Source: an optimization exercise on an open RTL-to-GDS flow (aim: small area, a short achievable clock period and few clock cycles). Production flows keep margins and buffers that such runs may drop. Only simulation tests tie the RTL to the original design; equivalence was not proved. Power is estimated from default activity; no workload was simulated.

**flow/run.sh**
```bash
#!/bin/bash
# synth_recipe.tcl (not shown) runs the flow's synth.tcl, then flattens the netlist and writes it again
# the make line also repeats each setting of config.mk as NAME=value (left out here)
make -C /OpenROAD-flow-scripts/flow DESIGN_CONFIG=/design/flow/config.mk WORK_HOME=/design/flow/orfs CLKGATE_MAP_FILE= SYNTH_SCRIPT=/design/flow/synth_recipe.tcl finish
```
**flow/config.mk**
```make
export PLATFORM = sky130hd
export DESIGN_NAME = zmc_alu
export DESIGN_NICKNAME = zmc_alu
export VERILOG_FILES = /design/flow/design.v
export SDC_FILE = /design/flow/constraint.sdc
export NUM_CORES = 4
export LEC_CHECK = 0
export ABC_CLOCK_PERIOD_IN_PS = 8000
export CAP_MARGIN = 20
export CORE_MARGIN = 2
export CORE_UTILIZATION = 40
export SETUP_SLACK_MARGIN = 5
export SLEW_MARGIN = 20
```
**flow/constraint.sdc**
```tcl
create_clock -name core_clock -period 16.0 [get_ports {clk}]
set_input_delay 3.2000 -clock core_clock [delete_from_list [all_inputs] [get_ports {clk}]]
set_output_delay 3.2000 -clock core_clock [all_outputs]
set_load 0.01 [all_outputs]
```
**flow/design.v**
```verilog
`timescale 1ns/10ps
module pfx_add #(parameter N = 16, parameter L = 4) (
	input  [N-1:0] x,
	input  [N-1:0] y,
	input          cin,
	output [N-1:0] s,
	output [N-1:0] c,
	output         cout
);
	wire [N-1:0] g0 = x & y;
	wire [N-1:0] p0 = x ^ y;
	wire [N-1:0] G [0:L];
	wire [N-1:0] P [0:L];
	assign G[0] = {g0[N-1:1], g0[0] | (p0[0] & cin)};
	assign P[0] = p0;
	genvar l, i;
	generate
		for (l = 1; l <= L; l = l + 1) begin : lv
			for (i = 0; i < N; i = i + 1) begin : bt
				if ((i >> (l - 1)) & 1) begin : op
					localparam integer J = ((i >> (l - 1)) << (l - 1)) - 1;
					assign G[l][i] = G[l-1][i] | (P[l-1][i] & G[l-1][J]);
					assign P[l][i] = P[l-1][i] & P[l-1][J];
				end else begin : pass
					assign G[l][i] = G[l-1][i];
					assign P[l][i] = P[l-1][i];
				end
			end
		end
	endgenerate
	assign c = {G[L][N-2:0], cin};
	assign s = p0 ^ c;
	assign cout = G[L][N-1];
endmodule
`timescale 1ns/10ps
module mul_step (
	input  [16:0] h,      
	input  [16:0] A,      
	input  [7:0]  C,      
	input         neg,    
	output [24:0] t
);
	wire w1, w2, w3, w4, w5, w6, w7, w8, w9, w10, w11, w12, w13, w14, w15, w16, w17, w18, w19, w20, w21, w22, w23, w24, w25, w26, w27, w28, w29, w30, w31, w32, w33, w34, w35, w36, w37, w38, w39, w40, w41, w42, w43, w44, w45, w46, w47, w48, w49, w50, w51, w52, w53, w54, w55, w56, w57, w58, w59, w60, w61, w62, w63, w64, w65, w66, w67, w68, w69, w70, w71, w72, w73, w74, w75, w76, w77, w78, w79, w80, w81, w82, w83, w84, w85, w86, w87, w88, w89, w90, w91, w92, w93, w94, w95, w96, w97, w98, w99, w100, w101, w102, w103, w104, w105, w106, w107, w108, w109, w110, w111, w112, w113, w114, w115, w116, w117, w118, w119, w120, w121, w122, w123, w124, w125, w126, w127, w128, w129, w130, w131, w132, w133, w134, w135, w136, w137, w138, w139, w140, w141, w142, w143, w144, w145, w146, w147, w148, w149, w150, w151, w152, w153, w154, w155, w156, w157, w158, w159, w160, w161, w162, w163, w164, w165, w166, w167, w168, w169, w170, w171, w172, w173, w174, w175, w176, w177, w178, w179, w180, w181, w182, w183, w184, w185, w186, w187, w188, w189, w190, w191, w192, w193, w194, w195, w196, w197, w198, w199, w200, w201, w202, w203, w204, w205, w206, w207, w208, w209, w210, w211, w212, w213, w214, w215, w216, w217, w218, w219, w220, w221, w222, w223, w224, w225, w226, w227, w228, w229, w230, w231, w232, w233, w234, w235, w236, w237, w238, w239, w240, w241, w242, w243, w244, w245, w246, w247, w248, w249, w250, w251, w252, w253, w254, w255, w256, w257, w258;
	assign w1 = h[7] ^ (C[0] & A[7]);
	assign w2 = h[7] & (C[0] & A[7]);
	assign w3 = h[8] ^ (C[0] & A[8]);
	assign w4 = h[8] & (C[0] & A[8]);
	assign w5 = h[9] ^ (C[0] & A[9]);
	assign w6 = h[9] & (C[0] & A[9]);
	assign w7 = h[10] ^ (C[0] & A[10]);
	assign w8 = h[10] & (C[0] & A[10]);
	assign w9 = h[11] ^ (C[0] & A[11]);
	assign w10 = h[11] & (C[0] & A[11]);
	assign w11 = h[12] ^ (C[0] & A[12]);
	assign w12 = h[12] & (C[0] & A[12]);
	assign w13 = h[13] ^ (C[0] & A[13]);
	assign w14 = h[13] & (C[0] & A[13]);
	assign w15 = h[14] ^ (C[0] & A[14]);
	assign w16 = h[14] & (C[0] & A[14]);
	assign w17 = h[15] ^ (C[0] & A[15]);
	assign w18 = h[15] & (C[0] & A[15]);
	assign w19 = ~h[16] ^ ~(C[0] & A[16]);
	assign w20 = ~h[16] & ~(C[0] & A[16]);
	assign w21 = h[5] ^ (C[0] & A[5]);
	assign w22 = h[5] & (C[0] & A[5]);
	assign w23 = h[6] ^ (C[0] & A[6]) ^ (C[1] & A[5]);
	assign w24 = (h[6] & (C[0] & A[6])) | ((C[1] & A[5]) & (h[6] ^ (C[0] & A[6])));
	assign w25 = (C[2] & A[4]) ^ (C[3] & A[3]);
	assign w26 = (C[2] & A[4]) & (C[3] & A[3]);
	assign w27 = w1 ^ (C[1] & A[6]) ^ (C[2] & A[5]);
	assign w28 = (w1 & (C[1] & A[6])) | ((C[2] & A[5]) & (w1 ^ (C[1] & A[6])));
	assign w29 = (C[3] & A[4]) ^ (C[4] & A[3]) ^ (C[5] & A[2]);
	assign w30 = ((C[3] & A[4]) & (C[4] & A[3])) | ((C[5] & A[2]) & ((C[3] & A[4]) ^ (C[4] & A[3])));
	assign w31 = (C[6] & A[1]) ^ (C[7] & (A[0] ^ neg));
	assign w32 = (C[6] & A[1]) & (C[7] & (A[0] ^ neg));
	assign w33 = w2 ^ w3 ^ (C[1] & A[7]);
	assign w34 = (w2 & w3) | ((C[1] & A[7]) & (w2 ^ w3));
	assign w35 = (C[2] & A[6]) ^ (C[3] & A[5]) ^ (C[4] & A[4]);
	assign w36 = ((C[2] & A[6]) & (C[3] & A[5])) | ((C[4] & A[4]) & ((C[2] & A[6]) ^ (C[3] & A[5])));
	assign w37 = (C[5] & A[3]) ^ (C[6] & A[2]) ^ (C[7] & (A[1] ^ neg));
	assign w38 = ((C[5] & A[3]) & (C[6] & A[2])) | ((C[7] & (A[1] ^ neg)) & ((C[5] & A[3]) ^ (C[6] & A[2])));
	assign w39 = w4 ^ w5 ^ (C[1] & A[8]);
	assign w40 = (w4 & w5) | ((C[1] & A[8]) & (w4 ^ w5));
	assign w41 = (C[2] & A[7]) ^ (C[3] & A[6]) ^ (C[4] & A[5]);
	assign w42 = ((C[2] & A[7]) & (C[3] & A[6])) | ((C[4] & A[5]) & ((C[2] & A[7]) ^ (C[3] & A[6])));
	assign w43 = (C[5] & A[4]) ^ (C[6] & A[3]) ^ (C[7] & (A[2] ^ neg));
	assign w44 = ((C[5] & A[4]) & (C[6] & A[3])) | ((C[7] & (A[2] ^ neg)) & ((C[5] & A[4]) ^ (C[6] & A[3])));
	assign w45 = w6 ^ w7 ^ (C[1] & A[9]);
	assign w46 = (w6 & w7) | ((C[1] & A[9]) & (w6 ^ w7));
	assign w47 = (C[2] & A[8]) ^ (C[3] & A[7]) ^ (C[4] & A[6]);
	assign w48 = ((C[2] & A[8]) & (C[3] & A[7])) | ((C[4] & A[6]) & ((C[2] & A[8]) ^ (C[3] & A[7])));
	assign w49 = (C[5] & A[5]) ^ (C[6] & A[4]) ^ (C[7] & (A[3] ^ neg));
	assign w50 = ((C[5] & A[5]) & (C[6] & A[4])) | ((C[7] & (A[3] ^ neg)) & ((C[5] & A[5]) ^ (C[6] & A[4])));
	assign w51 = w8 ^ w9 ^ (C[1] & A[10]);
	assign w52 = (w8 & w9) | ((C[1] & A[10]) & (w8 ^ w9));
	assign w53 = (C[2] & A[9]) ^ (C[3] & A[8]) ^ (C[4] & A[7]);
	assign w54 = ((C[2] & A[9]) & (C[3] & A[8])) | ((C[4] & A[7]) & ((C[2] & A[9]) ^ (C[3] & A[8])));
	assign w55 = (C[5] & A[6]) ^ (C[6] & A[5]) ^ (C[7] & (A[4] ^ neg));
	assign w56 = ((C[5] & A[6]) & (C[6] & A[5])) | ((C[7] & (A[4] ^ neg)) & ((C[5] & A[6]) ^ (C[6] & A[5])));
	assign w57 = w10 ^ w11 ^ (C[1] & A[11]);
	assign w58 = (w10 & w11) | ((C[1] & A[11]) & (w10 ^ w11));
	assign w59 = (C[2] & A[10]) ^ (C[3] & A[9]) ^ (C[4] & A[8]);
	assign w60 = ((C[2] & A[10]) & (C[3] & A[9])) | ((C[4] & A[8]) & ((C[2] & A[10]) ^ (C[3] & A[9])));
	assign w61 = (C[5] & A[7]) ^ (C[6] & A[6]) ^ (C[7] & (A[5] ^ neg));
	assign w62 = ((C[5] & A[7]) & (C[6] & A[6])) | ((C[7] & (A[5] ^ neg)) & ((C[5] & A[7]) ^ (C[6] & A[6])));
	assign w63 = w12 ^ w13 ^ (C[1] & A[12]);
	assign w64 = (w12 & w13) | ((C[1] & A[12]) & (w12 ^ w13));
	assign w65 = (C[2] & A[11]) ^ (C[3] & A[10]) ^ (C[4] & A[9]);
	assign w66 = ((C[2] & A[11]) & (C[3] & A[10])) | ((C[4] & A[9]) & ((C[2] & A[11]) ^ (C[3] & A[10])));
	assign w67 = (C[5] & A[8]) ^ (C[6] & A[7]) ^ (C[7] & (A[6] ^ neg));
	assign w68 = ((C[5] & A[8]) & (C[6] & A[7])) | ((C[7] & (A[6] ^ neg)) & ((C[5] & A[8]) ^ (C[6] & A[7])));
	assign w69 = w14 ^ w15 ^ (C[1] & A[13]);
	assign w70 = (w14 & w15) | ((C[1] & A[13]) & (w14 ^ w15));
	assign w71 = (C[2] & A[12]) ^ (C[3] & A[11]) ^ (C[4] & A[10]);
	assign w72 = ((C[2] & A[12]) & (C[3] & A[11])) | ((C[4] & A[10]) & ((C[2] & A[12]) ^ (C[3] & A[11])));
	assign w73 = (C[5] & A[9]) ^ (C[6] & A[8]) ^ (C[7] & (A[7] ^ neg));
	assign w74 = ((C[5] & A[9]) & (C[6] & A[8])) | ((C[7] & (A[7] ^ neg)) & ((C[5] & A[9]) ^ (C[6] & A[8])));
	assign w75 = w16 ^ w17 ^ (C[1] & A[14]);
	assign w76 = (w16 & w17) | ((C[1] & A[14]) & (w16 ^ w17));
	assign w77 = (C[2] & A[13]) ^ (C[3] & A[12]) ^ (C[4] & A[11]);
	assign w78 = ((C[2] & A[13]) & (C[3] & A[12])) | ((C[4] & A[11]) & ((C[2] & A[13]) ^ (C[3] & A[12])));
	assign w79 = (C[5] & A[10]) ^ (C[6] & A[9]) ^ (C[7] & (A[8] ^ neg));
	assign w80 = ((C[5] & A[10]) & (C[6] & A[9])) | ((C[7] & (A[8] ^ neg)) & ((C[5] & A[10]) ^ (C[6] & A[9])));
	assign w81 = w18 ^ w19 ^ (C[1] & A[15]);
	assign w82 = (w18 & w19) | ((C[1] & A[15]) & (w18 ^ w19));
	assign w83 = (C[2] & A[14]) ^ (C[3] & A[13]) ^ (C[4] & A[12]);
	assign w84 = ((C[2] & A[14]) & (C[3] & A[13])) | ((C[4] & A[12]) & ((C[2] & A[14]) ^ (C[3] & A[13])));
	assign w85 = (C[5] & A[11]) ^ (C[6] & A[10]) ^ (C[7] & (A[9] ^ neg));
	assign w86 = ((C[5] & A[11]) & (C[6] & A[10])) | ((C[7] & (A[9] ^ neg)) & ((C[5] & A[11]) ^ (C[6] & A[10])));
	assign w87 = w20 ^ ~(C[1] & A[16]) ^ (C[2] & A[15]);
	assign w88 = (w20 & ~(C[1] & A[16])) | ((C[2] & A[15]) & (w20 ^ ~(C[1] & A[16])));
	assign w89 = (C[3] & A[14]) ^ (C[4] & A[13]) ^ (C[5] & A[12]);
	assign w90 = ((C[3] & A[14]) & (C[4] & A[13])) | ((C[5] & A[12]) & ((C[3] & A[14]) ^ (C[4] & A[13])));
	assign w91 = (C[6] & A[11]) ^ (C[7] & (A[10] ^ neg));
	assign w92 = (C[6] & A[11]) & (C[7] & (A[10] ^ neg));
	assign w93 = ~(C[2] & A[16]) ^ (C[3] & A[15]) ^ (C[4] & A[14]);
	assign w94 = (~(C[2] & A[16]) & (C[3] & A[15])) | ((C[4] & A[14]) & (~(C[2] & A[16]) ^ (C[3] & A[15])));
	assign w95 = (C[5] & A[13]) ^ (C[6] & A[12]);
	assign w96 = (C[5] & A[13]) & (C[6] & A[12]);
	assign w97 = ~(C[3] & A[16]) ^ (C[4] & A[15]);
	assign w98 = ~(C[3] & A[16]) & (C[4] & A[15]);
	assign w99 = h[3] ^ (C[0] & A[3]);
	assign w100 = h[3] & (C[0] & A[3]);
	assign w101 = h[4] ^ (C[0] & A[4]) ^ (C[1] & A[3]);
	assign w102 = (h[4] & (C[0] & A[4])) | ((C[1] & A[3]) & (h[4] ^ (C[0] & A[4])));
	assign w103 = (C[2] & A[2]) ^ (C[3] & A[1]);
	assign w104 = (C[2] & A[2]) & (C[3] & A[1]);
	assign w105 = w21 ^ (C[1] & A[4]) ^ (C[2] & A[3]);
	assign w106 = (w21 & (C[1] & A[4])) | ((C[2] & A[3]) & (w21 ^ (C[1] & A[4])));
	assign w107 = (C[3] & A[2]) ^ (C[4] & A[1]) ^ (C[5] & A[0]);
	assign w108 = ((C[3] & A[2]) & (C[4] & A[1])) | ((C[5] & A[0]) & ((C[3] & A[2]) ^ (C[4] & A[1])));
	assign w109 = w22 ^ w23 ^ w25;
	assign w110 = (w22 & w23) | (w25 & (w22 ^ w23));
	assign w111 = (C[4] & A[2]) ^ (C[5] & A[1]) ^ (C[6] & A[0]);
	assign w112 = ((C[4] & A[2]) & (C[5] & A[1])) | ((C[6] & A[0]) & ((C[4] & A[2]) ^ (C[5] & A[1])));
	assign w113 = w24 ^ w26 ^ w27;
	assign w114 = (w24 & w26) | (w27 & (w24 ^ w26));
	assign w115 = w29 ^ w31 ^ (C[7] & neg);
	assign w116 = (w29 & w31) | ((C[7] & neg) & (w29 ^ w31));
	assign w117 = w28 ^ w30 ^ w32;
	assign w118 = (w28 & w30) | (w32 & (w28 ^ w30));
	assign w119 = w33 ^ w35 ^ w37;
	assign w120 = (w33 & w35) | (w37 & (w33 ^ w35));
	assign w121 = w34 ^ w36 ^ w38;
	assign w122 = (w34 & w36) | (w38 & (w34 ^ w36));
	assign w123 = w39 ^ w41 ^ w43;
	assign w124 = (w39 & w41) | (w43 & (w39 ^ w41));
	assign w125 = w40 ^ w42 ^ w44;
	assign w126 = (w40 & w42) | (w44 & (w40 ^ w42));
	assign w127 = w45 ^ w47 ^ w49;
	assign w128 = (w45 & w47) | (w49 & (w45 ^ w47));
	assign w129 = w46 ^ w48 ^ w50;
	assign w130 = (w46 & w48) | (w50 & (w46 ^ w48));
	assign w131 = w51 ^ w53 ^ w55;
	assign w132 = (w51 & w53) | (w55 & (w51 ^ w53));
	assign w133 = w52 ^ w54 ^ w56;
	assign w134 = (w52 & w54) | (w56 & (w52 ^ w54));
	assign w135 = w57 ^ w59 ^ w61;
	assign w136 = (w57 & w59) | (w61 & (w57 ^ w59));
	assign w137 = w58 ^ w60 ^ w62;
	assign w138 = (w58 & w60) | (w62 & (w58 ^ w60));
	assign w139 = w63 ^ w65 ^ w67;
	assign w140 = (w63 & w65) | (w67 & (w63 ^ w65));
	assign w141 = w64 ^ w66 ^ w68;
	assign w142 = (w64 & w66) | (w68 & (w64 ^ w66));
	assign w143 = w69 ^ w71 ^ w73;
	assign w144 = (w69 & w71) | (w73 & (w69 ^ w71));
	assign w145 = w70 ^ w72 ^ w74;
	assign w146 = (w70 & w72) | (w74 & (w70 ^ w72));
	assign w147 = w75 ^ w77 ^ w79;
	assign w148 = (w75 & w77) | (w79 & (w75 ^ w77));
	assign w149 = w76 ^ w78 ^ w80;
	assign w150 = (w76 & w78) | (w80 & (w76 ^ w78));
	assign w151 = w81 ^ w83 ^ w85;
	assign w152 = (w81 & w83) | (w85 & (w81 ^ w83));
	assign w153 = w82 ^ w84 ^ w86;
	assign w154 = (w82 & w84) | (w86 & (w82 ^ w84));
	assign w155 = w87 ^ w89 ^ w91;
	assign w156 = (w87 & w89) | (w91 & (w87 ^ w89));
	assign w157 = w88 ^ w90 ^ w92;
	assign w158 = (w88 & w90) | (w92 & (w88 ^ w90));
	assign w159 = w93 ^ w95 ^ (C[7] & (A[11] ^ neg));
	assign w160 = (w93 & w95) | ((C[7] & (A[11] ^ neg)) & (w93 ^ w95));
	assign w161 = w94 ^ w96 ^ w97;
	assign w162 = (w94 & w96) | (w97 & (w94 ^ w96));
	assign w163 = (C[5] & A[14]) ^ (C[6] & A[13]) ^ (C[7] & (A[12] ^ neg));
	assign w164 = ((C[5] & A[14]) & (C[6] & A[13])) | ((C[7] & (A[12] ^ neg)) & ((C[5] & A[14]) ^ (C[6] & A[13])));
	assign w165 = w98 ^ ~(C[4] & A[16]) ^ (C[5] & A[15]);
	assign w166 = (w98 & ~(C[4] & A[16])) | ((C[5] & A[15]) & (w98 ^ ~(C[4] & A[16])));
	assign w167 = (C[6] & A[14]) ^ (C[7] & (A[13] ^ neg));
	assign w168 = (C[6] & A[14]) & (C[7] & (A[13] ^ neg));
	assign w169 = ~(C[5] & A[16]) ^ (C[6] & A[15]);
	assign w170 = ~(C[5] & A[16]) & (C[6] & A[15]);
	assign w171 = h[2] ^ (C[0] & A[2]);
	assign w172 = h[2] & (C[0] & A[2]);
	assign w173 = w99 ^ (C[1] & A[2]) ^ (C[2] & A[1]);
	assign w174 = (w99 & (C[1] & A[2])) | ((C[2] & A[1]) & (w99 ^ (C[1] & A[2])));
	assign w175 = w100 ^ w101 ^ w103;
	assign w176 = (w100 & w101) | (w103 & (w100 ^ w101));
	assign w177 = w102 ^ w104 ^ w105;
	assign w178 = (w102 & w104) | (w105 & (w102 ^ w104));
	assign w179 = w106 ^ w108 ^ w109;
	assign w180 = (w106 & w108) | (w109 & (w106 ^ w108));
	assign w181 = w110 ^ w112 ^ w113;
	assign w182 = (w110 & w112) | (w113 & (w110 ^ w112));
	assign w183 = w114 ^ w116 ^ w117;
	assign w184 = (w114 & w116) | (w117 & (w114 ^ w116));
	assign w185 = w118 ^ w120 ^ w121;
	assign w186 = (w118 & w120) | (w121 & (w118 ^ w120));
	assign w187 = w122 ^ w124 ^ w125;
	assign w188 = (w122 & w124) | (w125 & (w122 ^ w124));
	assign w189 = w126 ^ w128 ^ w129;
	assign w190 = (w126 & w128) | (w129 & (w126 ^ w128));
	assign w191 = w130 ^ w132 ^ w133;
	assign w192 = (w130 & w132) | (w133 & (w130 ^ w132));
	assign w193 = w134 ^ w136 ^ w137;
	assign w194 = (w134 & w136) | (w137 & (w134 ^ w136));
	assign w195 = w138 ^ w140 ^ w141;
	assign w196 = (w138 & w140) | (w141 & (w138 ^ w140));
	assign w197 = w142 ^ w144 ^ w145;
	assign w198 = (w142 & w144) | (w145 & (w142 ^ w144));
	assign w199 = w146 ^ w148 ^ w149;
	assign w200 = (w146 & w148) | (w149 & (w146 ^ w148));
	assign w201 = w150 ^ w152 ^ w153;
	assign w202 = (w150 & w152) | (w153 & (w150 ^ w152));
	assign w203 = w154 ^ w156 ^ w157;
	assign w204 = (w154 & w156) | (w157 & (w154 ^ w156));
	assign w205 = w158 ^ w160 ^ w161;
	assign w206 = (w158 & w160) | (w161 & (w158 ^ w160));
	assign w207 = w162 ^ w164 ^ w165;
	assign w208 = (w162 & w164) | (w165 & (w162 ^ w164));
	assign w209 = w166 ^ w168 ^ w169;
	assign w210 = (w166 & w168) | (w169 & (w166 ^ w168));
	assign w211 = w170 ^ ~(C[6] & A[16]);
	assign w212 = w170 & ~(C[6] & A[16]);
	assign w213 = h[1] ^ (C[0] & A[1]);
	assign w214 = h[1] & (C[0] & A[1]);
	assign w215 = w171 ^ (C[1] & A[1]) ^ (C[2] & A[0]);
	assign w216 = (w171 & (C[1] & A[1])) | ((C[2] & A[0]) & (w171 ^ (C[1] & A[1])));
	assign w217 = w172 ^ w173 ^ (C[3] & A[0]);
	assign w218 = (w172 & w173) | ((C[3] & A[0]) & (w172 ^ w173));
	assign w219 = w174 ^ w175 ^ (C[4] & A[0]);
	assign w220 = (w174 & w175) | ((C[4] & A[0]) & (w174 ^ w175));
	assign w221 = w176 ^ w177 ^ w107;
	assign w222 = (w176 & w177) | (w107 & (w176 ^ w177));
	assign w223 = w178 ^ w179 ^ w111;
	assign w224 = (w178 & w179) | (w111 & (w178 ^ w179));
	assign w225 = w180 ^ w181 ^ w115;
	assign w226 = (w180 & w181) | (w115 & (w180 ^ w181));
	assign w227 = w182 ^ w183 ^ w119;
	assign w228 = (w182 & w183) | (w119 & (w182 ^ w183));
	assign w229 = w184 ^ w185 ^ w123;
	assign w230 = (w184 & w185) | (w123 & (w184 ^ w185));
	assign w231 = w186 ^ w187 ^ w127;
	assign w232 = (w186 & w187) | (w127 & (w186 ^ w187));
	assign w233 = w188 ^ w189 ^ w131;
	assign w234 = (w188 & w189) | (w131 & (w188 ^ w189));
	assign w235 = w190 ^ w191 ^ w135;
	assign w236 = (w190 & w191) | (w135 & (w190 ^ w191));
	assign w237 = w192 ^ w193 ^ w139;
	assign w238 = (w192 & w193) | (w139 & (w192 ^ w193));
	assign w239 = w194 ^ w195 ^ w143;
	assign w240 = (w194 & w195) | (w143 & (w194 ^ w195));
	assign w241 = w196 ^ w197 ^ w147;
	assign w242 = (w196 & w197) | (w147 & (w196 ^ w197));
	assign w243 = w198 ^ w199 ^ w151;
	assign w244 = (w198 & w199) | (w151 & (w198 ^ w199));
	assign w245 = w200 ^ w201 ^ w155;
	assign w246 = (w200 & w201) | (w155 & (w200 ^ w201));
	assign w247 = w202 ^ w203 ^ w159;
	assign w248 = (w202 & w203) | (w159 & (w202 ^ w203));
	assign w249 = w204 ^ w205 ^ w163;
	assign w250 = (w204 & w205) | (w163 & (w204 ^ w205));
	assign w251 = w206 ^ w207 ^ w167;
	assign w252 = (w206 & w207) | (w167 & (w206 ^ w207));
	assign w253 = w208 ^ w209 ^ (C[7] & (A[14] ^ neg));
	assign w254 = (w208 & w209) | ((C[7] & (A[14] ^ neg)) & (w208 ^ w209));
	assign w255 = w210 ^ w211 ^ (C[7] & (A[15] ^ neg));
	assign w256 = (w210 & w211) | ((C[7] & (A[15] ^ neg)) & (w210 ^ w211));
	assign w257 = w212 ^ ~(C[7] & (A[16] ^ neg));
	assign w258 = w212 & ~(C[7] & (A[16] ^ neg));
	wire [24:0] xx = {w258, w256, w254, w252, w250, w248, w246, w244, w242, w240, w238, w236, w234, w232, w230, w228, w226, w224, w222, w220, w218, w216, w214, w213, h[0]};
	wire [24:0] yy = {1'b1, w257, w255, w253, w251, w249, w247, w245, w243, w241, w239, w237, w235, w233, w231, w229, w227, w225, w223, w221, w219, w217, w215, (C[1] & A[0]), (C[0] & A[0])};
	wire [24:0] cc;
	wire co;
	pfx_add #(25, 5) add_i (.x(xx), .y(yy), .cin(1'b0), .s(t), .c(cc), .cout(co));
endmodule
`timescale 1ns/10ps
module zmc_alu (
	input  [15:0] a_in,
	input  [15:0] b_in,
	input  [7:0]  op_in,
	input         z_flag_in,
	input         s_flag_in,
	input         c_flag_in,
	input         ovr_flag_in,
	input         clk,
	input         a_reset_l,
	output reg [15:0] c_out,
	output reg    z_flag_out,
	output reg    s_flag_out,
	output reg    c_flag_out,
	output reg    ovr_flag_out,
	output        valid_out
);
	wire [15:0] a = a_in;
	wire [15:0] b = b_in;
	wire [3:0]  n = op_in[3:0];
	wire        cont = op_in[5];
	wire        zi = z_flag_in, si = s_flag_in, ci = c_flag_in, vi = ovr_flag_in;
	wire hi00    = (op_in[7:6] == 2'b00) & ~op_in[4];
	wire n_arith = (n == 4'h0) | (n == 4'h1) | (n == 4'h3) | (n == 4'h4) | (n == 4'h8) | (n == 4'hB);
	wire g_arith = hi00 & n_arith;
	wire g_logic = (op_in[7:4] == 4'h4);
	wire g_shift = (op_in[7:4] == 4'h8) & ~(op_in[2] & op_in[1]);
	wire is_mul  = hi00 & (n == 4'h2);
	wire is_div  = (op_in == 8'h0F);
	wire is_md   = is_mul | is_div;
	wire signd   = op_in[5];
	wire        x_a    = (n == 4'h8) | (n == 4'hB);
	wire        x_ones = (n == 4'h4);
	wire        x_d    = (n == 4'hF);
	wire        y_inv  = (n == 4'h3) | (n == 4'hB) | (n == 4'hF);
	wire        cin    = cont ? (ci & (n != 4'h0)) : ((n == 4'h1) | (n == 4'h3) | (n == 4'hB) | (n == 4'hF));
	wire [15:0] dx;
	wire [15:0] x = x_a ? a : x_d ? dx : {16{x_ones}};
	wire [15:0] y = y_inv ? ~b : b;
	wire [15:0] sum, carry;
	wire        c16;
	pfx_add #(16) add_i (.x(x), .y(y), .cin(cin), .s(sum), .c(carry), .cout(c16));
	wire        c15 = carry[15];
	wire        sum_zero = ((x ^ y) == {x[14:0] | y[14:0], cin});
	wire        b_nz   = |b;
	wire        b_lnz  = |b[14:0];
	wire        neg_sub = ~cont & y_inv;       
	wire        negc    = cont & (n == 4'h3);  
	reg ar_c, ar_v;
	always @(*) begin
		if (negc) begin
			ar_c = b_nz | ci;
			ar_v = ~ci & b[15] & ~b_lnz;
		end else if (neg_sub) begin
			ar_c = c16 & b_nz;
			ar_v = (c16 & b_nz) ^ (c15 & b_lnz);
		end else begin
			ar_c = c16;
			ar_v = c16 ^ c15;
		end
	end
	wire mov   = (n == 4'h0);
	wire ar_z  = mov ? zi : (sum_zero & (~cont | zi));
	wire ar_s  = mov ? si : sum[15];
	wire ar_cf = mov ? ci : ar_c;
	wire ar_vf = mov ? vi : ar_v;
	reg [15:0] lg;
	integer i;
	always @(*) begin
		for (i = 0; i < 16; i = i + 1)
			lg[i] = op_in[{b[i], a[i]}];
		if (n == 4'hF) lg = 16'h0001;
	end
	reg        sh_fill, sh_c;
	reg [15:0] sh;
	always @(*) begin
		sh_c = ci;
		case (op_in[2:0])
			3'd0: sh_fill = 1'b0;
			3'd1: sh_fill = 1'b1;
			3'd2: sh_fill = op_in[3] ? b[0] : b[15];
			3'd4: sh_fill = op_in[3] ? b[15] : b[0];
			default: sh_fill = ci;
		endcase
		if (op_in[2:0] == 3'd5) sh_c = op_in[3] ? b[15] : b[0];
		sh = op_in[3] ? {b[14:0], sh_fill} : {sh_fill, b[15:1]};
	end
	reg         busy;  
	reg         vreg;  
	reg  [3:0]  pos;   
	reg  [16:0] ra;    
	reg  [14:0] rb;    
	wire        first = ~busy;
	wire [24:0] t;
	mul_step mul_i (
		.h(first ? 17'd0 : ra),
		.A({signd & a[15], a}),
		.C(first ? b[7:0] : b[15:8]),
		.neg(signd & ~first),
		.t(t)
	);
	reg  [3:0]  nf;
	integer k;
	always @(*) begin
		nf = 4'd15;
		for (k = 0; k < 16; k = k + 1)
			if (b[k]) nf = 15 - k;
	end
	wire [15:0] r_init = {1'b0, a[15:1]} >> nf;
	wire        abit = a[pos];
	assign      dx = {ra[14:0], abit};
	wire        q = ra[15] | c16;
	wire [15:0] r_next = q ? sum : dx;
	always @(posedge clk or negedge a_reset_l) begin
		if (!a_reset_l) begin
			busy <= 1'b0;
			vreg <= 1'b0;
		end else begin
			busy <= is_md & ~vreg;
			vreg <= ~vreg & busy & (is_mul | (is_div & (pos == 4'd0)));
		end
	end
	always @(posedge clk) begin
		pos <= busy ? pos - 4'd1 : nf;
		if (is_mul) begin
			ra <= t[24:8];
			rb <= {7'd0, t[7:0]};
		end else begin
			ra <= {1'b0, busy ? r_next : r_init};
			rb <= busy ? {rb[13:0], q} : 15'd0;
		end
	end
	assign valid_out = vreg;
	wire [15:0] md_out = vreg ? ra[15:0] :
	                     is_mul ? {t[7:0], rb[7:0]} : {rb[14:0], q};
	wire a_z  = ~(|a);
	wire md_z = is_div ? (a_z & b_nz) : (a_z | ~b_nz);
	wire md_s = is_div ? si : (signd & (a[15] ^ b[15]));
	wire md_v = is_div ? ~b_nz : vi;
	always @(*) begin
		c_out = 16'd0; z_flag_out = 1'b0; s_flag_out = 1'b0; c_flag_out = 1'b0; ovr_flag_out = 1'b0;
		if (g_arith) begin
			c_out = sum; z_flag_out = ar_z; s_flag_out = ar_s; c_flag_out = ar_cf; ovr_flag_out = ar_vf;
		end else if (g_logic) begin
			c_out = lg; z_flag_out = (lg == 16'd0); s_flag_out = lg[15]; c_flag_out = ci; ovr_flag_out = vi;
		end else if (g_shift) begin
			c_out = sh; z_flag_out = (sh == 16'd0); s_flag_out = sh[15]; c_flag_out = sh_c; ovr_flag_out = vi;
		end else if (is_md) begin
			c_out = md_out; z_flag_out = md_z; s_flag_out = md_s; c_flag_out = ci; ovr_flag_out = md_v;
		end
	end
endmodule
```
==> results of run 1 <==
[Yosys cell counts (18+ instances only)]
cell and n:
inv_1 204, nand2_1 164, fa_1 115, mux2i_1 81, ha_1 79, clkbuf_1 76
nor2_1 71, and2_1 61, a21oi_1 60, o21ai_0 59, xor2_1 54, dfxtp_1 36
a21o_1 25, xnor2_1 25, mux4_2 21, nor2b_1 19, nand3_1 18
[kinds of logic (layout without fill, tap and decap cells)]
family                     count (synthesis)  in the layout
muxes                                    117            117
DFF                                       38             38
and+or+nand+nor                          418            419
AOI/OAI and AO/OA                        251            252
buffers and inverters                    314            356
adders and majority gates                194            194
other                                      0              1
xor gates and xnor gates                  79             79
[cell type report]
class	instances	area share (%)
Multi-Input combinational cell	1061	72.37
Antenna cell	1	0.01929
Clock buffer	5	0.9646
Timing Repair Buffer	143	10.58
Inverter	205	5.932
Tap cell	378	3.646
Sequential cell	38	5.952
Clock inverter	3	0.5305
[worst max-delay path, delay by kind of cell]
kind                       cells  cell delay (ps)
buffers and inverters          5             1240
muxes                          3             1100
AOI/OAI and AO/OA              6              990
adders and majority gates      2              630
and+or+nand+nor                4              570
[how the worst max path moves through the flow]
stage | from | end | slack (ps) | cells past startpoint
finish | a_in[7] | ovr_flag_out | 5050 | 20
global route | b_in[11] | c_out[15] | 4880 | 22
CTS | b_in[13] | c_out[15] | 4980 | 20
detailed placement | b_in[1] | c_out[15] | 3780 | 20
global placement | b_in[1] | c_out[15] | 3960 | 20
floorplan | b_in[8] | c_out[15] | 5260 | 20
[layer usage]
metal	track usage, %	vias up	share of wire, %
li1	-	4740	-
met1	38.83	5286	42
met2	45.27	495	45
met3	3.192	121	7.8
met4	13.49	0	5.4
met5	0	-	0
[power by group]
group,internal (uW),switching (uW),leakage [uW]
combinational,333,481,0.00589
sequential,101,14.2,0.000322
clock,89.8,46.9,0.0000940
[timing repair]
action / 4_1_cts / 5_1_grt
hold buffers: 0 / 0
cloned: 0 / 3
pin swaps: 10 / 14
setup buffers: 24 / 22
endpoints found under the setup margin: 18 / 14
resized for setup: 79 / 60
endpoints found under the hold margin: 0 / 0
[per-stage QoR]
step	total power, uW	instance area (sq um)	cells
after floorplan	637.0	11150	1411
after global placement	872.7	12050	1776
after detailed placement	881.7	12060	1776
after CTS	1045	12580	1808
after global routing	1161	12970	1833
final	1066	12970	1834
[registers in the layout, indices dropped and copies added, names as in the netlist]
name,flops
vreg,1
rb,15
ra,17
busy,1
pos,4
==> impl_metrics.ini, run 1 <==
[outcome]
status = complete, no violations

[floorplanning]
start_util_pct = 40.35
die_y_microns = 171.0
core_area_sq_um = 27630
chipWidth_microns = 171.0
die-area_sq_um = 29230
ioPinCount = 67
std_cell_rows = 61

[timing]
maxSlewHeadroom_pct = 32.75
skew_ps = 7.089
post-route-period-util_pct = 68.45
drv_slew = 0
rsz0062_at_grt = true
setup_tns_ps = 0
hold_slack_ps = 468.0
clock.fmax_mhz = 91.30
period_needed_ps = 10950
setup_viol = 0
worst_slack_ps = 5048
hold_violations = 0
tightest_slew_ps = 1003

[finish]
register_area_sq_um = 772.0
layout.nets = 1694
fin_util_pct = 46.95
syn2layout_area_growth_pct = 16.34
drive_gt1_share_pct = 13.13
multi_input_area_sq_um = 9388
fillers = 2794
layout_common_cells = inv_1 (203), nand2_1 (162), fa_1 (111), mux2i_1 (81), ha_1 (79)
final_common_cell = inv_1

[synthesis]
synth.mux.area_fraction_pct = 13.03
synthAdderAreaFrac_pct = 29.51
postSynthAreaPerCell_sq_um = 7.902
ys.flop_type = dfxtp_1
yosysSeqAreaShare_pct = 6.913
synth_edf_count = 0
async_reset_ff_share_pct = 5.263
yosys.area_share.simple_pct = 18.26
synth-compound-area-share_pct = 15.04
synth_area_sq_um = 11150
synth_xor_area_share_pct = 6.206
synthCells = 1411
ys_top_cells_by_area = fa_1 (21%), ha_1 (8.9%), mux2i_1 (7.3%), inv_1 (6.9%), dfxtp_1 (6.5%)
ys_warn_count = 3
syn_nets = 1651
ys_types = 76
synth_top_cell_area_share_pct = 20.65
yosysTopAreaCell = fa_1
synth-seq-cells = 38
synth_top_family_by_area = adder cells

[global_route]
grt_pass1_vias = 10320
track_usage_pct = 28.51
grt_pass1_wl_microns = 62550
gr-total-overflow = 0
antenna_found_initial = 2
grt_max_degree = 62

[detailed_routing]
drtIter0Drc = 1048
viasPerCell = 5.803
routedWlPerCell_microns = 22.61
vias = 10640
detail_route.wirelength_microns = 41470
postRouteAntennaNets = 0
drc = 0
firstDrtPassIters = 5

[placed_design]
portBuffers = 66
dp_hpwl_microns = 29940
dp_slack_ps = 3777
gp_congestion = 0.9767

[critical_path]
critPathMaxFanout = 10
r2r_slack_ps = 9150
r2r_start = busy$_DFF_PN0_
worstSetupPathType = in2out
cp_slowest_cell = mux4_2
critPathMaxStageDelay_ps = 470
endpoint_kind = output port
arrival_ps = 7750
crit_chain = clkdlybuf4s50_1 > buf_12 > mux4_2 > mux4_2 > mux2i_1 > o21ai_2 > a21oi_2 > fa_2 > inv_1 > fa_2 > a211oi_2 > o21ai_2 > nand3_2 > nand3b_1 > buf_4 > a211oi_1 > nor4bb_1 > nor2_1 > o311ai_1 > dlygate4sd2_1
startpoint_type = input pin
rr_worst_depth = 24
cp_data_required_time_ps = 12800
timing.rr.end = ra[15]$_DFF_P_

[clock_tree]
numCtsBuffers = 5
cts_tree = done
clkSlewWorstSetupHoldPaths_ps = 60
clk_latency_ps = 300
cts_max_level = 2
cts-root-buf = clkbuf_16
cts_buffer_depth = 2
cts.sinks = 38

[power_and_ir_drop]
power_density_nw_per_um2 = 82.14
irDropWorstVdd_v = 0.00009676
p_leak_uw = 0.006302

[hold_path]
min_path_type = reg2reg
whs_endpoint = rb[7]$_DFF_P_
min_from = rb[6]$_DFF_P_
holdPathStages = 2

[flow_run]
max-cap-violations = 0
Testbench counts, summed over its fixed seeds: cycles 6,068.
==> run 2: changes to the inputs <==
--- a/flow/design.v
+++ b/flow/design.v
@@ -414,10 +414,12 @@
 		for (k = 0; k < 16; k = k + 1)
 			if (b[k]) nf = 15 - k;
 	end
+	wire        nf_small = b[15] | b[14];
 	wire [15:0] r_init = {1'b0, a[15:1]} >> nf;
 	wire        abit = a[pos];
-	assign      dx = {ra[14:0], abit};
-	wire        q = ra[15] | c16;
+	wire [3:0]  pos_m1 = (busy ? pos : nf) - 4'd1;
+	assign      dx = busy ? {ra[14:0], abit} : b[15] ? a : {1'b0, a[15:1]};
+	wire        q = (busy & ra[15]) | c16;
 	wire [15:0] r_next = q ? sum : dx;
 	always @(posedge clk or negedge a_reset_l) begin
 		if (!a_reset_l) begin
@@ -425,22 +427,22 @@
 			vreg <= 1'b0;
 		end else begin
 			busy <= is_md & ~vreg;
-			vreg <= ~vreg & busy & (is_mul | (is_div & (pos == 4'd0)));
+			vreg <= ~vreg & ((busy & (is_mul | (is_div & (pos == 4'd0)))) | (~busy & is_div & b[15]));
 		end
 	end
 	always @(posedge clk) begin
-		pos <= busy ? pos - 4'd1 : nf;
+		pos <= (busy | nf_small) ? pos_m1 : nf;
 		if (is_mul) begin
 			ra <= t[24:8];
 			rb <= {7'd0, t[7:0]};
 		end else begin
-			ra <= {1'b0, busy ? r_next : r_init};
-			rb <= busy ? {rb[13:0], q} : 15'd0;
+			ra <= {1'b0, (busy | nf_small) ? r_next : r_init};
+			rb <= busy ? {rb[13:0], q} : {14'd0, q & nf_small};
 		end
 	end
 	assign valid_out = vreg;
 	wire [15:0] md_out = vreg ? ra[15:0] :
-	                     is_mul ? {t[7:0], rb[7:0]} : {rb[14:0], q};
+	                     is_mul ? {t[7:0], rb[7:0]} : {busy ? rb[14:0] : 15'd0, q};
 	wire a_z  = ~(|a);
 	wire md_z = is_div ? (a_z & b_nz) : (a_z | ~b_nz);
 	wire md_s = is_div ? si : (signd & (a[15] ^ b[15]));
==> run 2 against run 1 <==
Clock power is 3% higher. Wire length down 2.9%. Critical endpoint is now c_out[14]. Synthesized cell count rose by 1.8%. Count of clock-buffer cells in the layout did not move. Non-clock buffer count shrank 7. Still clean. Final cell count increased by 0.87%. Combinational power shrank 6.6%. Worst hold slack worse by 1.6 ps. Via count grew 0.41%. Sequential power barely moved. Cell area down 1.2%.
==> impl_metrics.ini, run 2 <==
[flow_run]
max-cap-violations = 0

[floorplanning]
die_y_microns = 170.9
start_util_pct = 40.35
die-area_sq_um = 29220
std_cell_rows = 61
chipWidth_microns = 170.9
ioPinCount = 67
core_area_sq_um = 27630

[hold_path]
min_path_type = reg2reg

[clock_tree]
clk_latency_ps = 310
cts-root-buf = clkbuf_16
cts.sinks = 38
cts_buffer_depth = 2
cts_tree = done
numCtsBuffers = 5
post_cts_hold_buffer_count = 0
clkSlewWorstSetupHoldPaths_ps = 70
cts_max_level = 2

[synthesis]
async_reset_ff_share_pct = 5.263
synthCells = 1436
synth-seq-cells = 38
syn_nets = 1676
ys_warn_count = 3
ys_top_cells_by_area = fa_1 (21%), ha_1 (8.9%), inv_1 (6.8%), dfxtp_1 (6.5%), nand2_1 (5.9%)
ys_types = 78
synth_top_cell_area_share_pct = 20.65
postSynthAreaPerCell_sq_um = 7.762
synth_area_sq_um = 11150
yosysSeqAreaShare_pct = 6.914
synth_edf_count = 0
synth_most_common_cell = inv_1
yosysTopAreaCell = fa_1
ys_top_cells_by_count = inv_1 (202), nand2_1 (176), fa_1 (115)
ys.flop_type = dfxtp_1

[timing]
hold_violations = 0
setup_tns_ps = 0
skew_ps = 8.317
tightest_slew_ps = 1087
period_needed_ps = 10890
rsz0062_at_grt = false
post-route-period-util_pct = 68.06
drv_slew = 0
maxSlewHeadroom_pct = 27.29
setup_viol = 0
clock.fmax_mhz = 91.83

[critical_path]
critPathMaxFanout = 29
cp_data_required_time_ps = 12800
startpoint_type = input pin
worstSetupPathType = in2out
arrival_ps = 7690
endpoint_kind = output port

[finish]
multi_input_area_sq_um = 9319
syn2layout_area_growth_pct = 14.92
fillers = 2803
diodes = 0
register_area_sq_um = 770.7
drive_gt1_share_pct = 12.77
top_regs = ra: 17 flops, rb: 15 flops, pos: 4 flops
largest_register_ffs = 17
final_common_cell = inv_1
layout.nets = 1711
layout_common_cells = inv_1 (201), nand2_1 (176), fa_1 (112), ha_1 (79)
regMostFlops = ra
fin_util_pct = 46.36

[global_route]
grt_pass1_vias = 10400
grt_max_degree = 50
gr-total-overflow = 0
grt_pass1_wl_microns = 62330
track_usage_pct = 28.07
antenna_found_initial = 2

[detailed_routing]
routedWlPerCell_microns = 21.77
drc = 0
drtIter0Drc = 1234
detail_route.wirelength_microns = 40270
postRouteAntennaNets = 0
vias = 10690
firstDrtPassIters = 7
viasPerCell = 5.776

[power_and_ir_drop]
irDropWorstVdd_v = 0.00005833
power_density_nw_per_um2 = 79.10
power_uw = 1013
p_leak_uw = 0.006085

[placed_design]
gp_congestion = 0.9638
portBuffers = 66
dp_hpwl_microns = 29850

[outcome]
status = complete, no violations
[run 2: changes by cell type after synthesis, moves of 8 or more]
cell,delta
mux2_1,+11
a21o_1,-8
o21ai_0,+15
a21oi_1,+20
o21a_1,+9
mux2i_1,-36
nand2_1,+12
[run 2: metrics by stage]
stage / std cells / cell area [sq um] / hold slack (ps) / setup WS (ps)
2_1_floorplan: 1436 / 11150 / 404.5 / 5366
3_3_place_gp: 1800 / 12050 / 422.8 / 3608
3_5_place_dp: 1800 / 12050 / 452.6 / 3582
4_1_cts: 1839 / 12750 / 453.6 / 4773
5_1_grt: 1850 / 12810 / 495.6 / 4998
6_report: 1850 / 12810 / 466.4 / 5110
[run 2: final cells by class]
| cell class | count | share of cell area (%) |
|---|---|---|
| multi-input combinational | 1084 | 72.75 |
| timing repair buffer | 136 | 9.992 |
| inverter | 206 | 6.036 |
| sequential | 38 | 6.017 |
| tap | 378 | 3.692 |
| clock buffer | 5 | 0.9768 |
| clock inverter | 3 | 0.5372 |
[run 2: logic make-up (layout without fill, tap and decap cells)]
family                     count (synthesis)  count (layout)  synth area share [%]
AOI/OAI and AO/OA                        291             291                 17.02
xor gates and xnor gates                  73              73                 5.736
adders and majority gates                194             194                 29.52
buffers and inverters                    314             350                 10.90
DFF                                       38              38                 6.914
muxes                                     97              97                 11.35
and+or+nand+nor                          429             429                 18.57
[run 2: timing repair]
item	CTS	global route
gates cloned	1	0
pin swaps	11	15
buffers inserted	30	11
resized for setup	109	56
endpoints found under the setup margin	18	16
[run 2: layer usage]
layer	vias up	share of wire (%)	global-route usage (%)
li1	4812	-	-
met1	5228	42	38.75
met2	534	45	44.31
met3	110	8.1	3.794
met4	2	4.7	11.50
met5	-	0.032	0
[run 2: critical path, cell delays in order]
cell and delay, ps:
clkdlybuf4s50_1 460, buf_4 380, mux2_2 380, a21oi_1 310
o21ai_0 240, a21o_1 280, fa_2 430, a211oi_2 270
o21a_1 230, nor4b_4 80, o31a_1 320, or3_1 370
a21oi_2 150, xor2_1 150, buf_4 150, o22ai_2 70
buf_2 200
[run 2: path summary, 6_finish.rpt]
path / startpoint / to / slack (ps) / cells past startpoint
setup / recovery: b_in[15] / c_out[14] / 5110 / 17
hold / removal: rb[5]$_DFF_P_ / rb[6]$_DFF_P_ / 470 / 2
setup reg to reg: busy$_DFF_PN0_ / ra[15]$_DFF_P_ / 9410 / 21
hold reg to reg: rb[5]$_DFF_P_ / rb[6]$_DFF_P_ / 470 / 2
max in group asynchronous: a_reset_l / vreg$_DFF_PN0_ / 12830 / 1
min in group asynchronous: a_reset_l / busy$_DFF_PN0_ / 3050 / 1
[run 2: power by group]
part / leakage (uW) / internal, uW / total, uW / switching (uW)
Sequential: 0.000325 / 104 / 112 / 8.37
Clock: 0.0000940 / 89.9 / 141 / 50.9
Combinational: 0.00567 / 307 / 760 / 453
Testbench counts of run 2, summed over its fixed seeds: cycles 5,871.
==> run 3: changes to the inputs <==
==> flow/flow/run.sh (new file) <==
#!/bin/bash
# Layout flow: the standard flow (standard.sh) with one change: the port
# buffers that global placement inserts on every input and output are
# sky130_fd_sc_hd__buf_2 instead of the cell the resizer picks by default.
# The output of the whole run goes to standard.log in this folder; ORFS keeps
# each step's log under orfs/logs.
set -e
export BUFFER_PORTS_ARGS="-buffer_cell sky130_fd_sc_hd__buf_2"
bash standard.sh > standard.log 2>&1
==> flow/standard.sh (new file) <==
#!/bin/bash
# synth_recipe.tcl (not shown) runs the flow's synth.tcl, then flattens the netlist and writes it again
# the make line also repeats each setting of config.mk as NAME=value (left out here)
make -C /OpenROAD-flow-scripts/flow DESIGN_CONFIG=/design/flow/config.mk WORK_HOME=/design/flow/orfs CLKGATE_MAP_FILE= SYNTH_SCRIPT=/design/flow/synth_recipe.tcl "${@:-finish}"
removed: flow/run.sh
==> run 3 against run 2 <==
Cell area fell by 6.2%. Final cell count fell by 2.8%. Sequential share of layout area rose by 0.40 points. Critical path type unchanged.
==> impl_metrics.ini, run 3 <==
[detailed_routing]
vias = 10500
viasPerCell = 5.840
drtIter0Drc = 1128
drc = 0
postRouteAntennaNets = 0
detail_route.wirelength_microns = 38960
routedWlPerCell_microns = 21.67
firstDrtPassIters = 5

[synthesis]
yosysTopAreaCell = fa_1
synthCells = 1436
syn_nets = 1676
synth-seq-cells = 38
ys_warn_count = 3
ys_types = 78
synth_most_common_cell = inv_1
async_reset_ff_share_pct = 5.263
ys.flop_type = dfxtp_1
synth_area_sq_um = 11150
synth_top_cell_area_share_pct = 20.65
ys_top_cells_by_count = inv_1 (202), nand2_1 (176), fa_1 (115)
ys_top_cells_by_area = fa_1 (21%), ha_1 (8.9%), inv_1 (6.8%), dfxtp_1 (6.5%), nand2_1 (5.9%)
yosysSeqAreaShare_pct = 6.914
synth_edf_count = 0
postSynthAreaPerCell_sq_um = 7.762

[finish]
diodes = 0
top_regs = ra: 17 flops, rb: 15 flops, pos: 4 flops
layout_common_cells = inv_1 (202), nand2_1 (176), fa_1 (115), ha_1 (79), a21oi_1 (77)
regMostFlops = ra
largest_register_ffs = 17
final_common_cell = inv_1
fillers = 2861
syn2layout_area_growth_pct = 7.823
drive_gt1_share_pct = 11.83
layout.nets = 1659

[flow_run]
max-cap-violations = 0

[clock_tree]
cts_buffer_depth = 2
cts-root-buf = clkbuf_16
cts.sinks = 38
cts_max_level = 2
clk_latency_ps = 300
clkSlewWorstSetupHoldPaths_ps = 70
cts_tree = done
numCtsBuffers = 5
post_cts_hold_buffer_count = 0

[timing]
setup_viol = 0
maxSlewHeadroom_pct = 27.61
skew_ps = 7.852
rsz0062_at_grt = true
setup_tns_ps = 0
hold_violations = 0
clock.fmax_mhz = 92.09
post-route-period-util_pct = 67.87
period_needed_ps = 10860
tightest_slew_ps = 1082
drv_slew = 0

[floorplanning]
chipWidth_microns = 170.9
std_cell_rows = 61
core_area_sq_um = 27630
die-area_sq_um = 29220
start_util_pct = 40.35
ioPinCount = 67
die_y_microns = 170.9

[global_route]
grt_pass1_vias = 10330
grt_pass1_wl_microns = 60840
grt_max_degree = 50
track_usage_pct = 27.25
antenna_found_initial = 1
gr-total-overflow = 0

[power_and_ir_drop]
p_leak_uw = 0.005712
power_density_nw_per_um2 = 81.22
power_uw = 976.2
irDropWorstVdd_v = 0.00004510

[hold_path]
min_path_type = reg2reg
holdPathStages = 2

[outcome]
status = complete, no violations

[placed_design]
dp_hpwl_microns = 29320
portBuffers = 66
gp_congestion = 0.9987

[critical_path]
endpoint_kind = output port
worstSetupPathType = in2out
critPathMaxFanout = 13
startpoint_type = input pin
rr_worst_depth = 22
arrival_ps = 7660
cp_data_required_time_ps = 12800
## run 3: cell families after synthesis
kind of cell	Yosys count	share of synthesized area (%)
simple gates	429	18.57
buf+inv	314	10.90
flops	38	6.914
compound gates	291	17.02
fa+ha+maj	194	29.52
xor+xnor	73	5.736
mux	97	11.35
## run 3: metal layers
layer	vias up	wire length [microns]	global-route usage (%)
met5	-	11	0
met4	2	1853	11.46
met3	104	2994	3.493
met2	499	17450	43.80
met1	5166	16640	36.98
li1	4729	-	-
## run 3: final timing paths
path / endpoint / from / slack (ps)
min in group asynchronous: busy$_DFF_PN0_ / a_reset_l / 2670
max in group asynchronous: busy$_DFF_PN0_ / a_reset_l / 13240
worst min register to register: rb[11]$_SDFF_PP0_ / rb[10]$_SDFF_PP0_ / 450
worst max register to register: ra[15]$_DFF_P_ / busy$_DFF_PN0_ / 9520
worst min-delay path: rb[11]$_SDFF_PP0_ / rb[10]$_SDFF_PP0_ / 450
worst max-delay path: c_out[14] / a_in[0] / 5140
## run 3: metrics by stage
step | hold slack, ps | std cells | utilization, % | worst slack (ps) | cell area [sq um]
after floorplan | 404.5 | 1436 | - | 5366 | 11150
after CTS | 462.8 | 1795 | 42.97 | 5036 | 11870
after global placement | 443.0 | 1786 | 42.07 | 4451 | 11620
final | 453.9 | 1798 | 43.50 | 5141 | 12020
after global routing | 479.8 | 1798 | 43.50 | 5023 | 12020
after detailed placement | 441.7 | 1786 | 42.07 | 4267 | 11620
## run 3: power by group
group	switching [uW]	total (uW)	internal, uW
logic	437	725	288
registers	8.54	112	104
clock network	48.7	139	89.8
total	494	976	482
## run 3: repair_timing
item	CTS	global route
pin swaps	1	5
buffers inserted	1	3
gates resized for setup	10	44
endpoints found under the setup margin	13	9
## run 3: worst max-delay path, cell delays in order
cell and delay, ps:
clkbuf_4 230, mux4_2 510, mux4_2 500, a21oi_4 210, o21ai_0 150, a21oi_2 240, fa_1 200, inv_1 50
fa_1 420, a211oi_2 240, o21a_1 220, nor4b_4 90, o31a_1 330, or3_1 330, a21oi_2 150, xor2_1 220
o22ai_1 160, buf_2 220
## run 3: final cells by class
cell class                      instances  area (sq um)  share of cell area [%]
Multi-Input combinational cell       1084          9275                   77.17
Inverter                              206         777.0                   6.465
Sequential cell                        38         770.7                   6.413
Timing Repair Buffer                   84         529.3                   4.404
Tap cell                              378         473.0                   3.935
Clock buffer                            5         125.1                   1.041
Clock inverter                          3         68.82                  0.5726
==> run 4: changes to the inputs <==
==> flow/flow/run.sh (replaced) <==
#!/bin/bash
# Layout flow: the standard flow (standard.sh) with two changes: the port
# buffers that global placement inserts on every input and output are
# sky130_fd_sc_hd__buf_2 instead of the cell the resizer picks by default, and
# timing repair aims at 6 ns of setup slack instead of config.mk's 5.
# The output of the whole run goes to standard.log in this folder; ORFS keeps
# each step's log under orfs/logs.
set -e
export BUFFER_PORTS_ARGS="-buffer_cell sky130_fd_sc_hd__buf_2"
sed 's/SETUP_SLACK_MARGIN=[0-9.]*/SETUP_SLACK_MARGIN=6/' standard.sh > standard_margin.sh
bash standard_margin.sh > standard.log 2>&1
==> run 4 against run 3 <==
Critical endpoint is now c_out[9]. Cell area up 5.5%. First-iteration DRC count grew 1.5%. Global-route usage rose by 0.062 points. Register-to-register slack about the same. Clock skew up 1.4 ps. Utilization up 2.4 points. Count of clock-buffer cells in the layout stayed put. Die area unchanged. Still clean on timing, DRC and antenna. Critical path type unchanged. Fmax rose by 2.6%.
==> impl_metrics.ini, run 4 <==
[outcome]
status = complete, no violations

[global_route]
track_usage_pct = 27.31
grt_max_degree = 50
grt_pass1_wl_microns = 60950
gr-total-overflow = 0
grt_pass1_vias = 10510
antenna_found_initial = 0

[detailed_routing]
viasPerCell = 5.815
drtIter0Drc = 1145
detail_route.wirelength_microns = 40090
drc = 0
vias = 10690
routedWlPerCell_microns = 21.80
postRouteAntennaNets = 0
firstDrtPassIters = 5

[timing]
period_needed_ps = 10590
post-route-period-util_pct = 66.16
skew_ps = 9.216
tightest_slew_ps = 1172
setup_tns_ps = 0
clock.fmax_mhz = 94.47
hold_violations = 0
maxSlewHeadroom_pct = 21.17
drv_slew = 0
rsz0062_at_grt = true
setup_viol = 0

[critical_path]
critPathMaxStageDelay_ps = 670
worstSetupPathType = in2out
path_delay_family = compound AO/OA/AOI/OAI gates
cp_slowest_cell = buf_2
cp_data_required_time_ps = 12800
startpoint_type = input pin
critical_path_buf_inv_count = 5
endpoint_kind = output port
critPathMaxFanout = 47
crit_chain = buf_2 > nand2_1 > o21ai_0 > a21o_1 > ha_1 > o21ai_1 > o21a_2 > buf_4 > buf_6 > buf_6 > nor2_4 > a21oi_4 > fa_2 > xor2_2 > o22a_1 > o221ai_2 > buf_2
arrival_ps = 7390

[clock_tree]
cts_buffer_depth = 2
cts_tree = done
cts.sinks = 38
clk_latency_ps = 300
post_cts_hold_buffer_count = 0
cts-root-buf = clkbuf_16
numCtsBuffers = 5
cts_max_level = 2
clkSlewWorstSetupHoldPaths_ps = 70

[finish]
largest_register_ffs = 17
fin_util_pct = 45.90
fillers = 2815
regMostFlops = ra
drive_gt1_share_pct = 17.45
top_regs = ra: 17 flops, rb: 15 flops, pos: 4 flops
layout_common_cells = inv_1 (199), nand2_1 (174), fa_1 (110), ha_1 (75), nor2_1 (71)
diodes = 0
layout.nets = 1700
multi_input_area_sq_um = 9544
syn2layout_area_growth_pct = 13.77
final_common_cell = inv_1
final_cells = 1839
register_area_sq_um = 770.7

[floorplanning]
die-area_sq_um = 29220
start_util_pct = 40.35
die_y_microns = 170.9
ioPinCount = 67
core_area_sq_um = 27630
chipWidth_microns = 170.9
std_cell_rows = 61

[power_and_ir_drop]
p_leak_uw = 0.005979
irDropWorstVdd_v = 0.00004016
power_density_nw_per_um2 = 78.33

[synthesis]
synth-seq-cells = 38
synth_area_sq_um = 11150
yosysTopAreaCell = fa_1
synth_top_cell_area_share_pct = 20.65
yosysSeqAreaShare_pct = 6.914
synth_most_common_cell = inv_1
synthCells = 1436
ys_top_cells_by_area = fa_1 (21%), ha_1 (8.9%), inv_1 (6.8%), dfxtp_1 (6.5%), nand2_1 (5.9%)
postSynthAreaPerCell_sq_um = 7.762
async_reset_ff_share_pct = 5.263
syn_nets = 1676
ys_types = 78
synth_edf_count = 0
ys_warn_count = 3
ys.flop_type = dfxtp_1
ys_top_cells_by_count = inv_1 (202), nand2_1 (176), fa_1 (115)

[flow_run]
max-cap-violations = 0

[placed_design]
portBuffers = 66
dp_cells = 1782
dp_hpwl_microns = 29150
gp_congestion = 0.9350

[hold_path]
min_path_type = reg2reg
[run 4: cell types whose count changed in the layout (fill, tap and decap cells not counted), moves of 5 or more]
| cell | change |
|---|---|
| fa_1 | -5 |
| o21ai_2 | +5 |
| buf_4 | +31 |
| o21ai_0 | -11 |
| o21ai_1 | +6 |
| buf_6 | +14 |
| a21oi_1 | -9 |
| buf_2 | -6 |
| fa_2 | +5 |
| a21oi_2 | +5 |
[run 4: area by class of cell]
type                    count  share of cell area [%]
clock buffers               5                  0.9866
clock inverters             3                  0.3552
inverters                 206                   6.166
multi-input cells        1084                   75.26
flip-flops and latches     38                   6.077
well taps                 378                   3.729
repair buffers            125                   7.429
[run 4: report_power, final]
part           switching, uW  total, uW  internal, uW
combinational            435        759           324
clock                   48.8        123          73.7
sequential              8.10        112           104
[run 4: per-layer routing]
layer | routed length [microns] | global-route usage, % | share of wire (%)
met3 | 3175 | 2.730 | 7.9
met5 | 0 | 0 | 0
met4 | 2095 | 13.30 | 5.2
met1 | 16430 | 36.16 | 41
met2 | 18390 | 44.71 | 46
[run 4: cell families after synthesis]
group           synth area share (%)
simple gates                   18.57
buf+inv                        10.90
compound gates                 17.02
fa+ha+maj                      29.52
mux                            11.35
xor+xnor                       5.736
flops                          6.914
[run 4: path summary, 6_finish.rpt]
check / start / endpoint / slack [ps] / cells past startpoint
max in group asynchronous: a_reset_l / vreg$_DFF_PN0_ / 13240 / 1
min reg2reg: rb[2]$_DFF_P_ / rb[3]$_DFF_P_ / 480 / 2
min in group asynchronous: a_reset_l / busy$_DFF_PN0_ / 2670 / 1
min: rb[2]$_DFF_P_ / rb[3]$_DFF_P_ / 480 / 2
max: op_in[2] / c_out[9] / 5410 / 17
max reg2reg: busy$_DFF_PN0_ / ra[15]$_DFF_P_ / 9510 / 24
[run 4: what timing repair did]
action                     4_1_cts  5_1_grt
pin swaps                       28       44
setup endpoints to repair       20       18
resized for setup               78       36
buffers inserted                34       15
[run 4: metrics by stage]
step | power [uW] | setup slack [ps] | area (sq um) | hold slack, ps
6_report | 993.4 | 5414 | 12680 | 481.2
5_1_grt | 1079 | 5293 | 12680 | 510.3
4_1_cts | 960.2 | 5370 | 12410 | 448.6
3_5_place_dp | 801.4 | 4383 | 11680 | 437.3
3_3_place_gp | 790.8 | 4493 | 11680 | 442.6
2_1_floorplan | 626.9 | 5824 | 11290 | 404.5
[run 4: worst register-to-register path, stage by stage (launching register included)]
cell     delay [ps]
dfrtp_1         320
buf_4           500
mux2i_4         360
buf_12          150
buf_4           180
nor2b_1          60
ha_1            270
inv_1            50
fa_1            490
inv_1            50
fa_1            440
fa_1            510
inv_1            50
fa_1            490
inv_1            40
ha_1            330
o21ai_0         220
nor2_1           70
nor3_1          140
a21oi_1         210
a31o_1          330
a41o_1          310
o31a_1          260
xnor2_1         370
o22ai_1         140
==> run 5: changes to the inputs <==
==> flow/flow/run.sh (replaced) <==
#!/bin/bash
# Layout flow: the standard flow (standard.sh) with two changes: the port
# buffers that global placement inserts on every input and output are
# sky130_fd_sc_hd__buf_2 instead of the cell the resizer picks by default, and
# timing repair aims at 7 ns of setup slack instead of config.mk's 5.
# The output of the whole run goes to standard.log in this folder; ORFS keeps
# each step's log under orfs/logs.
set -e
export BUFFER_PORTS_ARGS="-buffer_cell sky130_fd_sc_hd__buf_2"
sed 's/SETUP_SLACK_MARGIN=[0-9.]*/SETUP_SLACK_MARGIN=7/' standard.sh > standard_margin.sh
bash standard_margin.sh > standard.log 2>&1
==> run 5 against run 4 <==
Critical endpoint is now c_out[15]. Combinational power grew 1%. Final cell count grew 1.5%. Clock skew shrank 5.1 ps. Largest power group unchanged. Area after synthesis is the same. Die area is the same. Flip-flop and latch count is the same. Largest cell class unchanged.
==> impl_metrics.ini, run 5 <==
[synthesis]
synth_area_sq_um = 11150
ys_top_cells_by_count = inv_1 (202), nand2_1 (176), fa_1 (115)
ys_top_cells_by_area = fa_1 (21%), ha_1 (8.9%), inv_1 (6.8%), dfxtp_1 (6.5%), nand2_1 (5.9%)
ys.flop_type = dfxtp_1
synth_most_common_cell = inv_1
synth_edf_count = 0
syn_nets = 1676
ys_warn_count = 3
synthCells = 1436
postSynthAreaPerCell_sq_um = 7.762
synth-seq-cells = 38
yosysTopAreaCell = fa_1
async_reset_ff_share_pct = 5.263
synth_top_cell_area_share_pct = 20.65
yosysSeqAreaShare_pct = 6.914
ys_types = 78

[power_and_ir_drop]
irDropWorstVdd_v = 0.00004639
power_density_nw_per_um2 = 75.99
p_leak_uw = 0.006278
power_uw = 1014

[critical_path]
critPathMaxFanout = 7
endpoint_kind = output port
startpoint_type = input pin
r2r_slack_ps = 9400
cp_data_required_time_ps = 12800
r2r_start = busy$_DFF_PN0_
rr_worst_depth = 25
cpMostUsedCell = fa_1
worstSetupPathType = in2out
critPathMaxStageDelay_ps = 560
timing.rr.end = ra[15]$_DFF_P_
arrival_ps = 7270
crit_chain = buf_2 > inv_4 > o21ai_4 > buf_12 > and2_1 > fa_1 > fa_1 > inv_1 > fa_1 > inv_1 > ha_1 > o21a_1 > o31a_1 > o211ai_1 > nand2_1 > xor2_2 > a22oi_2 > o21ai_1 > a221o_1 > buf_2
cp_slowest_cell = fa_1

[global_route]
grt_pass1_vias = 10590
grt_max_degree = 50
track_usage_pct = 28.08
grt_pass1_wl_microns = 62440
gr-total-overflow = 0
antenna_found_initial = 0

[floorplanning]
std_cell_rows = 61
die-area_sq_um = 29220
ioPinCount = 67
die_y_microns = 170.9
chipWidth_microns = 170.9
start_util_pct = 40.35
core_area_sq_um = 27630

[timing]
maxSlewHeadroom_pct = 16.09
skew_ps = 4.119
post-route-period-util_pct = 65.45
drv_slew = 0
tightest_slew_ps = 1247
setup_tns_ps = 0
rsz0062_at_grt = true
clock.fmax_mhz = 95.50
hold_violations = 0
period_needed_ps = 10470
setup_viol = 0

[detailed_routing]
drc = 0
viasPerCell = 5.778
detail_route.wirelength_microns = 40680
vias = 10780
routedWlPerCell_microns = 21.80
drtIter0Drc = 1049
firstDrtPassIters = 6
postRouteAntennaNets = 0

[clock_tree]
clkSlewWorstSetupHoldPaths_ps = 60
cts-root-buf = clkbuf_16
post_cts_hold_buffer_count = 0
cts_max_level = 2
numCtsBuffers = 5
cts.sinks = 38
clk_latency_ps = 290
cts_tree = done
cts_buffer_depth = 2

[placed_design]
dp_hpwl_microns = 29410
gp_congestion = 0.9745
portBuffers = 66

[hold_path]
min_path_type = reg2reg
min_from = rb[5]$_DFF_P_
whs_endpoint = rb[6]$_DFF_P_
holdPathStages = 2

[finish]
top_regs = ra: 17 flops, rb: 15 flops, pos: 4 flops
layout_common_cells = inv_1 (198), nand2_1 (175), fa_1 (110), buf_4 (82), ha_1 (72)
syn2layout_area_growth_pct = 19.68
layout.nets = 1727
regMostFlops = ra
fin_util_pct = 48.28
drive_gt1_share_pct = 20.03
final_common_cell = inv_1
largest_register_ffs = 17
diodes = 0

[outcome]
status = complete, no violations

[flow_run]
max-cap-violations = 0
-- run 5: cell types whose count changed in the layout (fill, tap and decap cells not counted), moves of 3 or more --
cell	before	now
xor2_2	5	10
buf_4	59	82
ha_1	75	72
xor2_1	50	44
buf_16	0	15
a21oi_2	9	12
buf_6	17	8
nor2_2	2	5
clkbuf_4	3	0
-- run 5: how the worst max path moves through the flow --
| stage | startpoint | slack (ps) | cells after the start | end |
|---|---|---|---|---|
| 2_1_floorplan | b_in[8] | 5820 | 18 | c_out[15] |
| 3_3_place_gp | op_in[3] | 4620 | 17 | s_flag_out |
| 3_5_place_dp | op_in[3] | 4490 | 17 | s_flag_out |
| 4_1_cts | a_in[15] | 5480 | 18 | c_out[14] |
| 5_1_grt | b_in[9] | 5410 | 20 | c_out[15] |
| 6_report | b_in[1] | 5530 | 20 | c_out[15] |
-- run 5: layout make-up --
type / instances / area [sq um]
clock inverters: 3 / 68.82
fillers: 2734 / 14290
flip-flops and latches: 38 / 770.7
inverters: 206 / 780.7
repair buffers: 152 / 1451
multi-input cells: 1084 / 9671
well taps: 378 / 473.0
clock buffers: 5 / 125.1
-- run 5: cell families after synthesis --
family          after synthesis  share of synthesized area (%)
xor+xnor                     73                          5.736
flops                        38                          6.914
simple gates                429                          18.57
fa+ha+maj                   194                          29.52
buf+inv                     314                          10.90
compound gates              291                          17.02
mux                          97                          11.35
-- run 5: what timing repair did --
item | CTS | global route
gates cloned | 1 | 0
setup endpoints to repair | 20 | 20
resized for setup | 136 | 24
buffers inserted | 54 | 21
pin swaps | 36 | 23
-- run 5: where the power goes --
| group | switching (uW) | internal (uW) |
|---|---|---|
| Clock | 43.1 | 89.7 |
| Combinational | 433 | 336 |
| Sequential | 7.90 | 104 |
-- run 5: routing by layer --
layer,global-route usage [%],routed length [microns]
met5,0,0
met2,47.28,18920
met3,3.609,3175
met4,13.01,2470
met1,35.86,16110
-- run 5: critical path: cells and delay by family --
kind	cells	cell delay, ps
fa+ha+maj	4	1800
compound gates	7	1120
buf+inv	6	680
simple gates	2	280
xor+xnor	1	180
-- run 5: through the flow --
stage	hold slack, ps	setup slack, ps	std cells	cell area, sq um
final	465.1	5528	1866	13340
after global routing	496.5	5409	1866	13340
after CTS	464.0	5485	1844	13020
after detailed placement	431.8	4490	1781	11770
after global placement	413.8	4622	1781	11770
after floorplan	404.5	5824	1436	11470

what the ideal ports hide:
The flow's constraints put no driver on any port. The routed layouts listed below were extracted and timed again, unchanged, in two steps. Step 1 sets driving cells, clkbuf_16 on the clock port and buf_2 on the other inputs (assumed; they add their load-dependent delay and slew). Step 2 moves the port delays by t, midway between the first and last clock arrival at a register: inputs arrive t later, outputs are due t later. That takes back most of the time a late clock gives input paths. Three values: no drivers, after step 1, after step 2; two values: the first two.
run	t (ns)	setup WS [ns]	cell pins on the clock port's net
run 1	0.336	5.048 / 5.026 / 5.026	1
run 2	0.339	5.110 / 5.081 / 5.081	1
run 3	0.332	5.141 / 5.117 / 5.117	1
run 4	0.328	5.414 / 5.390 / 5.390	1
run 5	0.319	5.528 / 5.413 / 5.413	1
After both steps setup and hold are still met in every run listed. For run 5, which loses most, drivers alone change the setup slack by -0.115 ns; drivers and shift together by -0.115 ns.
